Context: an optimization exercise on an open-source flow, tuned for small area, a short achievable clock period and few clock cycles. The choices shown serve that exercise and are no tape-out recipe.
No functional check of the RTL was part of this run.

==> flow/design.v <==
module mul7u(input [6:0] a, input [6:0] b, output [13:0] p);
    wire pp0_0 = a[0] & b[0];
    wire pp0_1 = a[0] & b[1];
    wire pp0_2 = a[0] & b[2];
    wire pp0_3 = a[0] & b[3];
    wire pp0_4 = a[0] & b[4];
    wire pp0_5 = a[0] & b[5];
    wire pp0_6 = a[0] & b[6];
    wire pp1_0 = a[1] & b[0];
    wire pp1_1 = a[1] & b[1];
    wire pp1_2 = a[1] & b[2];
    wire pp1_3 = a[1] & b[3];
    wire pp1_4 = a[1] & b[4];
    wire pp1_5 = a[1] & b[5];
    wire pp1_6 = a[1] & b[6];
    wire pp2_0 = a[2] & b[0];
    wire pp2_1 = a[2] & b[1];
    wire pp2_2 = a[2] & b[2];
    wire pp2_3 = a[2] & b[3];
    wire pp2_4 = a[2] & b[4];
    wire pp2_5 = a[2] & b[5];
    wire pp2_6 = a[2] & b[6];
    wire pp3_0 = a[3] & b[0];
    wire pp3_1 = a[3] & b[1];
    wire pp3_2 = a[3] & b[2];
    wire pp3_3 = a[3] & b[3];
    wire pp3_4 = a[3] & b[4];
    wire pp3_5 = a[3] & b[5];
    wire pp3_6 = a[3] & b[6];
    wire pp4_0 = a[4] & b[0];
    wire pp4_1 = a[4] & b[1];
    wire pp4_2 = a[4] & b[2];
    wire pp4_3 = a[4] & b[3];
    wire pp4_4 = a[4] & b[4];
    wire pp4_5 = a[4] & b[5];
    wire pp4_6 = a[4] & b[6];
    wire pp5_0 = a[5] & b[0];
    wire pp5_1 = a[5] & b[1];
    wire pp5_2 = a[5] & b[2];
    wire pp5_3 = a[5] & b[3];
    wire pp5_4 = a[5] & b[4];
    wire pp5_5 = a[5] & b[5];
    wire pp5_6 = a[5] & b[6];
    wire pp6_0 = a[6] & b[0];
    wire pp6_1 = a[6] & b[1];
    wire pp6_2 = a[6] & b[2];
    wire pp6_3 = a[6] & b[3];
    wire pp6_4 = a[6] & b[4];
    wire pp6_5 = a[6] & b[5];
    wire pp6_6 = a[6] & b[6];
    wire s1 = pp1_1 ^ pp0_2 ^ pp2_0;
    wire c1 = (pp1_1 & pp0_2) | (pp1_1 & pp2_0) | (pp0_2 & pp2_0);
    wire s2 = pp0_3 ^ pp1_2 ^ pp2_1;
    wire c2 = (pp0_3 & pp1_2) | (pp0_3 & pp2_1) | (pp1_2 & pp2_1);
    wire s3 = pp3_0 ^ c1 ^ s2;
    wire c3 = (pp3_0 & c1) | (pp3_0 & s2) | (c1 & s2);
    wire s4 = pp1_3 ^ pp2_2 ^ pp3_1;
    wire c4 = (pp1_3 & pp2_2) | (pp1_3 & pp3_1) | (pp2_2 & pp3_1);
    wire s5 = pp0_4 ^ pp4_0 ^ c2;
    wire c5 = (pp0_4 & pp4_0) | (pp0_4 & c2) | (pp4_0 & c2);
    wire s6 = s4 ^ c3 ^ s5;
    wire c6 = (s4 & c3) | (s4 & s5) | (c3 & s5);
    wire s7 = pp2_3 ^ pp3_2 ^ pp0_5;
    wire c7 = (pp2_3 & pp3_2) | (pp2_3 & pp0_5) | (pp3_2 & pp0_5);
    wire s8 = pp1_4 ^ pp4_1 ^ pp5_0;
    wire c8 = (pp1_4 & pp4_1) | (pp1_4 & pp5_0) | (pp4_1 & pp5_0);
    wire s9 = c4 ^ s7 ^ s8;
    wire c9 = (c4 & s7) | (c4 & s8) | (s7 & s8);
    wire s10 = c5 ^ s9 ^ c6;
    wire c10 = (c5 & s9) | (c5 & c6) | (s9 & c6);
    wire s11 = pp3_3 ^ pp0_6 ^ pp1_5;
    wire c11 = (pp3_3 & pp0_6) | (pp3_3 & pp1_5) | (pp0_6 & pp1_5);
    wire s12 = pp2_4 ^ pp4_2 ^ pp5_1;
    wire c12 = (pp2_4 & pp4_2) | (pp2_4 & pp5_1) | (pp4_2 & pp5_1);
    wire s13 = pp6_0 ^ c7 ^ c8;
    wire c13 = (pp6_0 & c7) | (pp6_0 & c8) | (c7 & c8);
    wire s14 = s11 ^ s12 ^ c9;
    wire c14 = (s11 & s12) | (s11 & c9) | (s12 & c9);
    wire s15 = s13 ^ s14 ^ c10;
    wire c15 = (s13 & s14) | (s13 & c10) | (s14 & c10);
    wire s16 = pp1_6 ^ pp2_5 ^ pp3_4;
    wire c16 = (pp1_6 & pp2_5) | (pp1_6 & pp3_4) | (pp2_5 & pp3_4);
    wire s17 = pp4_3 ^ pp5_2 ^ pp6_1;
    wire c17 = (pp4_3 & pp5_2) | (pp4_3 & pp6_1) | (pp5_2 & pp6_1);
    wire s18 = c11 ^ c12 ^ s16;
    wire c18 = (c11 & c12) | (c11 & s16) | (c12 & s16);
    wire s19 = s17 ^ c13 ^ s18;
    wire c19 = (s17 & c13) | (s17 & s18) | (c13 & s18);
    wire s20 = c14 ^ s19;
    wire c20 = c14 & s19;
    wire s21 = pp2_6 ^ pp3_5 ^ pp4_4;
    wire c21 = (pp2_6 & pp3_5) | (pp2_6 & pp4_4) | (pp3_5 & pp4_4);
    wire s22 = pp5_3 ^ pp6_2 ^ c16;
    wire c22 = (pp5_3 & pp6_2) | (pp5_3 & c16) | (pp6_2 & c16);
    wire s23 = c17 ^ s21 ^ c18;
    wire c23 = (c17 & s21) | (c17 & c18) | (s21 & c18);
    wire s24 = s22 ^ c19 ^ s23;
    wire c24 = (s22 & c19) | (s22 & s23) | (c19 & s23);
    wire s25 = pp3_6 ^ pp4_5 ^ pp5_4;
    wire c25 = (pp3_6 & pp4_5) | (pp3_6 & pp5_4) | (pp4_5 & pp5_4);
    wire s26 = pp6_3 ^ c21 ^ s25;
    wire c26 = (pp6_3 & c21) | (pp6_3 & s25) | (c21 & s25);
    wire s27 = c22 ^ s26 ^ c23;
    wire c27 = (c22 & s26) | (c22 & c23) | (s26 & c23);
    wire s28 = pp4_6 ^ pp5_5 ^ pp6_4;
    wire c28 = (pp4_6 & pp5_5) | (pp4_6 & pp6_4) | (pp5_5 & pp6_4);
    wire s29 = c25 ^ s28 ^ c26;
    wire c29 = (c25 & s28) | (c25 & c26) | (s28 & c26);
    wire s30 = pp5_6 ^ pp6_5 ^ c28;
    wire c30 = (pp5_6 & pp6_5) | (pp5_6 & c28) | (pp6_5 & c28);
    wire [13:0] r0 = {1'b0, pp6_6, s30, s29, c24, c20, s20, s15, s10, s6, s3, s1, pp0_1, pp0_0};
    wire [13:0] r1 = {1'b0, c30, c29, c27, s27, s24, c15, 1'b0, 1'b0, 1'b0, 1'b0, 1'b0, pp1_0, 1'b0};
    assign p = r0 + r1;
endmodule
`timescale 1ns / 1ps
module BCD(input [14:0] in, output reg [19:0] bcd);
    function [3:0] add3(input [3:0] d);
        reg s;
        begin
            s = d[3] | (d[2] & (d[1] | d[0]));
            add3[3] = s;
            add3[2] = (d[3] & d[0]) | (d[2] & ~d[1] & ~d[0]);
            add3[1] = (d[1] & d[0]) | (d[1] & ~d[2] & ~d[3]) | (d[3] & ~d[0]);
            add3[0] = s ^ d[0];
        end
    endfunction
    integer i;
    always @* begin
        bcd = 20'b0;
        for (i = 13; i >= 0; i = i - 1) begin
            bcd[3:0]   = add3(bcd[3:0]);
            bcd[7:4]   = add3(bcd[7:4]);
            bcd[11:8]  = add3(bcd[11:8]);
            bcd[15:12] = add3(bcd[15:12]);
            bcd = {bcd[18:0], in[i]};
        end
        if (in[14])
            bcd = bcd | 20'h16384;
    end
endmodule
`timescale 1ns / 1ps
module spm_mul_bcd(
    input  wire        clk,
    input  wire        rst,
    input  wire        start,
    input  wire [7:0]  mc,
    input  wire [7:0]  mp,
    output reg  [15:0] product,
    output wire [19:0] bcd,
    output reg         done
);
    wire [7:1] oa, ob;
    assign oa[1] = mc[0];
    assign oa[2] = mc[0] | mc[1];
    assign oa[3] = oa[2] | mc[2];
    assign oa[4] = oa[2] | (mc[2] | mc[3]);
    assign oa[5] = oa[4] | mc[4];
    assign oa[6] = oa[4] | (mc[4] | mc[5]);
    assign oa[7] = oa[4] | (mc[4] | mc[5] | mc[6]);
    assign ob[1] = mp[0];
    assign ob[2] = mp[0] | mp[1];
    assign ob[3] = ob[2] | mp[2];
    assign ob[4] = ob[2] | (mp[2] | mp[3]);
    assign ob[5] = ob[4] | mp[4];
    assign ob[6] = ob[4] | (mp[4] | mp[5]);
    assign ob[7] = ob[4] | (mp[4] | mp[5] | mp[6]);
    wire [7:0] am = {mc[7] & ~oa[7], mc[6:1] ^ ({6{mc[7]}} & oa[6:1]), mc[0]};
    wire [7:0] bm = {mp[7] & ~ob[7], mp[6:1] ^ ({6{mp[7]}} & ob[6:1]), mp[0]};
    wire [13:0] p77;
    mul7u mult(.a(am[6:0]), .b(bm[6:0]), .p(p77));
    wire [14:0] mul = {1'b0, p77} | ({15{am[7]}} & {bm, 7'b0}) | ({15{bm[7]}} & {1'b0, am[6:0], 7'b0});
    wire neg = (mc[7] ^ mp[7]) & (mc[7] | oa[7]) & (mp[7] | ob[7]);
    reg [14:0] mag;
    reg        sgn;
    always @(posedge clk)
        if (start) begin
            mag <= mul;
            sgn <= neg;
        end
    always @(posedge clk or posedge rst)
        if (rst)
            done <= 1'b0;
        else if (start)
            done <= 1'b1;
    reg below;
    integer k;
    always @* begin
        below = 1'b0;
        for (k = 0; k < 15; k = k + 1) begin
            product[k] = mag[k] ^ (sgn & below);
            below = below | mag[k];
        end
        product[15] = sgn;
    end
    BCD binary_bcd(.in(mag), .bcd(bcd));
endmodule
==> flow/flow/run.sh <==
#!/bin/bash
# The standard layout with buf_1 port buffers and repair_timing aiming at
# a setup slack margin of 0 ns. standard.log holds the whole ORFS run.
export BUFFER_PORTS_ARGS="-buffer_cell sky130_fd_sc_hd__buf_1"
bash standard.sh > standard.log 2>&1
==> flow/standard.sh <==
#!/bin/bash
# synth_recipe.tcl (not shown) runs the flow's synth.tcl, then flattens the netlist and writes it again
# the make line also repeats each setting of config.mk as NAME=value (left out here)
make -C /OpenROAD-flow-scripts/flow DESIGN_CONFIG=/design/flow/config.mk WORK_HOME=/design/flow/orfs CLKGATE_MAP_FILE= SYNTH_SCRIPT=/design/flow/synth_recipe.tcl "${@:-finish}"
==> flow/config.mk <==
export PLATFORM = sky130hd
export DESIGN_NAME = spm_mul_bcd
export DESIGN_NICKNAME = spm_mul_bcd
export VERILOG_FILES = /design/flow/design.v
export SDC_FILE = /design/flow/constraint.sdc
export NUM_CORES = 4
export LEC_CHECK = 0
export ABC_AREA = 1
export CAP_MARGIN = 20
export CORE_MARGIN = 2
export CORE_UTILIZATION = 70
export SLEW_MARGIN = 20
==> flow/constraint.sdc <==
create_clock -name core_clock -period 18.0 [get_ports {clk}]
set_input_delay 3.6000 -clock core_clock [delete_from_list [all_inputs] [get_ports {clk}]]
set_output_delay 3.6000 -clock core_clock [all_outputs]
set_load 0.01 [all_outputs]
==> results by group <==
Run status
  • Outcome: timing/DRC/antenna clean

Routing
  • First-pass iteration count of the detailed router: 5
  • Detailed Route WL: around 9000 um
  • Post-route ant nets: 0
  • Residual DRC: 0
  • Routed len/inst: ~13 um
  • Vias: 3903
  • Initial DRC Count: 198
  • Via density: about 5.6

STA
  • Worst Tran Pin Value: 900 ps
  • Worst setup margin: about 9600 ps
  • Final hold slack: between 400 and 500 ps
  • Setup Total Neg Slack: 0 ps
  • Fin. max-slew vios: 0
  • Slew margin rel.: about two fifths
  • Finish-stage setup viols: 0
  • Clock skew: 0 ps
  • Peak Freq: about 0.12 GHz
  • Period utilization: 46.8%
  • Unrepaired setup endpoints after global routing: false
  • Post-route minimum period: 8430 ps
  • Hold violation total from the final report: 0

Yosys
  • Async S/R FF share, synth: about 5.9%
  • FF+latch count, synth: 17
  • Area share of the largest cell type after synthesis: between 10% and 20%
  • Adder-cell share of the synthesized area: a little under a fifth
  • Yosys top cell by area: fa_1
  • Syn avg cell area: about 6.6 um2
  • Ranking of synthesized cells by area: fa_1, edfxtp_1, nand2_1, inv_1, nor2_1
  • Ys Warns: 2
  • Top FF cell, synth: edfxtp_1
  • Synth Area in Compound Gates: 15.3%
  • Xor and xnor area share after synthesis: 7.32%
  • Largest family of logic cells by synthesized area: simple AND/OR/NAND/NOR gates
  • Synth Area in Simple Gates: roughly a third
  • Mux cell area share after synthesis: 0%
  • Register area share after synthesis: between 10% and 20%
  • EDFF count, synth: 16
  • Netlist Area Pre-Place: roughly 3800 um2
  • Cell variety after synth: a little over 40
  • Mapped Cells: 576

Worst setup path
  • R2r worst-path depth: 1
  • Worst EP arrival: around 8400 ps
  • Worst path required time: between 15000 and 20000 ps
  • Type of origin of the critical path: input port
  • Kind of critical path: input port to flop
  • Most frequent CP cell: inv_1
  • CP Capture Type: flop
  • Max stage delay on crit path: between 500 and 600 ps
  • CP max stage cell: xor2_1
  • Max FO, Critical Path: 7
  • CP Cell Sequence: buf_1, or3_1, nor2_1, inv_1, nand2_1, xor2_1, nor2_1, fa_1, fa_1, fa_1, inv_1, fa_1, inv_1, ha_1, inv_1, o21ai_0, a21oi_1, o21ai_0, inv_1, nor2_1, o221ai_1

Cells and area
  • Fraction of layout cells with a size suffix above 1: 14.2%
  • Most common cell after layout, fill and taps aside: nand2_1
  • Final net count: roughly 680
  • Most frequent cells in the layout: nand2_1, inv_1, nor2_1, buf_1, nand2_2
  • Antenna diode count: 0
  • Cell area after layout: between 4000 and 5000 um2
  • Area growth syn-to-layout: 7.29%

Placement
  • Routability cong.: approximately 0.94
  • DP Worst Slack: roughly 9400 ps
  • Post-DP Area: between 4000 and 5000 um2
  • Buffers added on ports: 52
  • Post-detail-place hpwl: around 7400 um

Clock tree
  • Clk buf depth: 2
  • Clock sink count: 17
  • CTS tree: done
  • Setup Buffers After CTS: 0
  • Root Buffer: clkbuf_8
  • H-tree depth: 1
  • Hold buffers post-CTS: 0
  • Clk slew on worst S/H paths: 60 ps
  • Clock latency (worst-skew pair): around 250 ps
  • Post-cts resize count: 0
  • Num CTS Buffers: 3

Worst hold path
  • Hold Crit Depth: 1
  • Hold Crit Class: flop to flop

Global route
  • GRT met2 Usage: about 62%
  • GR Layer Usage met1: about 36%
  • First-pass GRT wire length: 16000 um
  • Met3 usage: ~2.1%
  • Vias in the first global route: roughly 3800
  • GRT overflow: 0
  • Largest net degree at the start of global routing: 18
  • Initial antenna violation count: 0
  • Total GRT Usage: around 32%
  • GRT busiest layer: met2

Floorplanning
  • Total die area: between 6000 and 7000 um2
  • I/O pin total: 56
  • Die H: slightly below 80 um
  • Die W: 78.0 um
  • Core Region: between 5000 and 6000 um2
  • Starting density of the core: around 74%
  • Row count: 26

Job
  • # Max-Cap Violations: 0
[Yosys cell counts, drive strengths merged, types with 6 or more instances]
cell	n
nand2	150
inv	112
nor2	74
o21ai	37
nand3	36
xor2	31
fa	29
o22ai	19
edfxtp	16
a21oi	14
ha	9
or2	7
buf	6
[cell families (layout without fill, tap and decap cells)]
logic type | after synthesis | count (layout)
other | 1 | 3
AOI/OAI and AO/OA | 91 | 91
xor gates and xnor gates | 32 | 32
adders and majority gates | 38 | 38
and+or+nand+nor | 274 | 274
buffers and inverters | 123 | 170
DFF | 17 | 17
[registers in the layout, summed over array words and instances, names as in the netlist]
register and cells:
mag 15, sgn 1, done 1
[worst paths after layout]
check / start / endpoint / slack, ps
worst max-delay path: mp[0] / mag[11] / 9570
worst min-delay path: done / done / 470
worst max register to register: done / done / 17220
worst min register to register: done / done / 470
max in group asynchronous: rst / done / 14770
min in group asynchronous: rst / done / 3140
[metrics by stage]
| step | utilization, % | instances |
|---|---|---|
| finish | 78.9 | 695 |
| global route | 78.9 | 695 |
| CTS | 78.9 | 695 |
| detailed placement | 78.1 | 691 |
| global placement | 78.1 | 691 |
| floorplan | - | 578 |
[per-layer routing]
layer  vias to the layer above  wire length (um)
met2                       132              4770
met5                         -                 0
met4                         0               243
li1                       1920                 -
met3                        23               427
met1                      1828              3510
[area by class of cell]
class / count / area [um2]
Multi-Input combinational cell: 438 / 2850
Fill cell: 405 / 1100
Sequential cell: 17 / 505
Inverter: 114 / 428
Timing Repair Buffer: 52 / 195
Tap cell: 70 / 87.6
Clock buffer: 4 / 45.0
[worst max-delay path: cells and delay by family]
family,cells,cell delay [ps]
adder cells (fa/ha/maj),5,2200
AND/OR/NAND/NOR,5,840
AO/OA/AOI/OAI,4,780
XOR/XNOR,1,520
buffers and inverters,6,470

-- separate check: timing with driven ports --
Ports are ideal in the flow. The routed layout listed here was re-timed in OpenROAD.
Step 1, drivers: a clkbuf_16 drives clk and a buf_2 each remaining input, both assumed.
Step 2, shift: input delay + t, output delay - t, t = (earliest + latest rising clock arrival at the registers) / 2. This alone moves slack from input paths to output paths.
Three values: no drivers, after step 1, after step 2; two values: the first two.
t, ns: 0.281
slack for setup (ns): 9.572 / 9.573 / 9.292
hold slack, ns: 0.469 / 0.469 / 0.469
latest minus earliest clock arrival (ns): 0.001 / 0.002
worst slew at a driven data input, ns: 0.03
After both steps this run still meets setup and hold. The setup slack of this run moves by +0.001 ns with the drivers and by -0.280 ns with both steps.
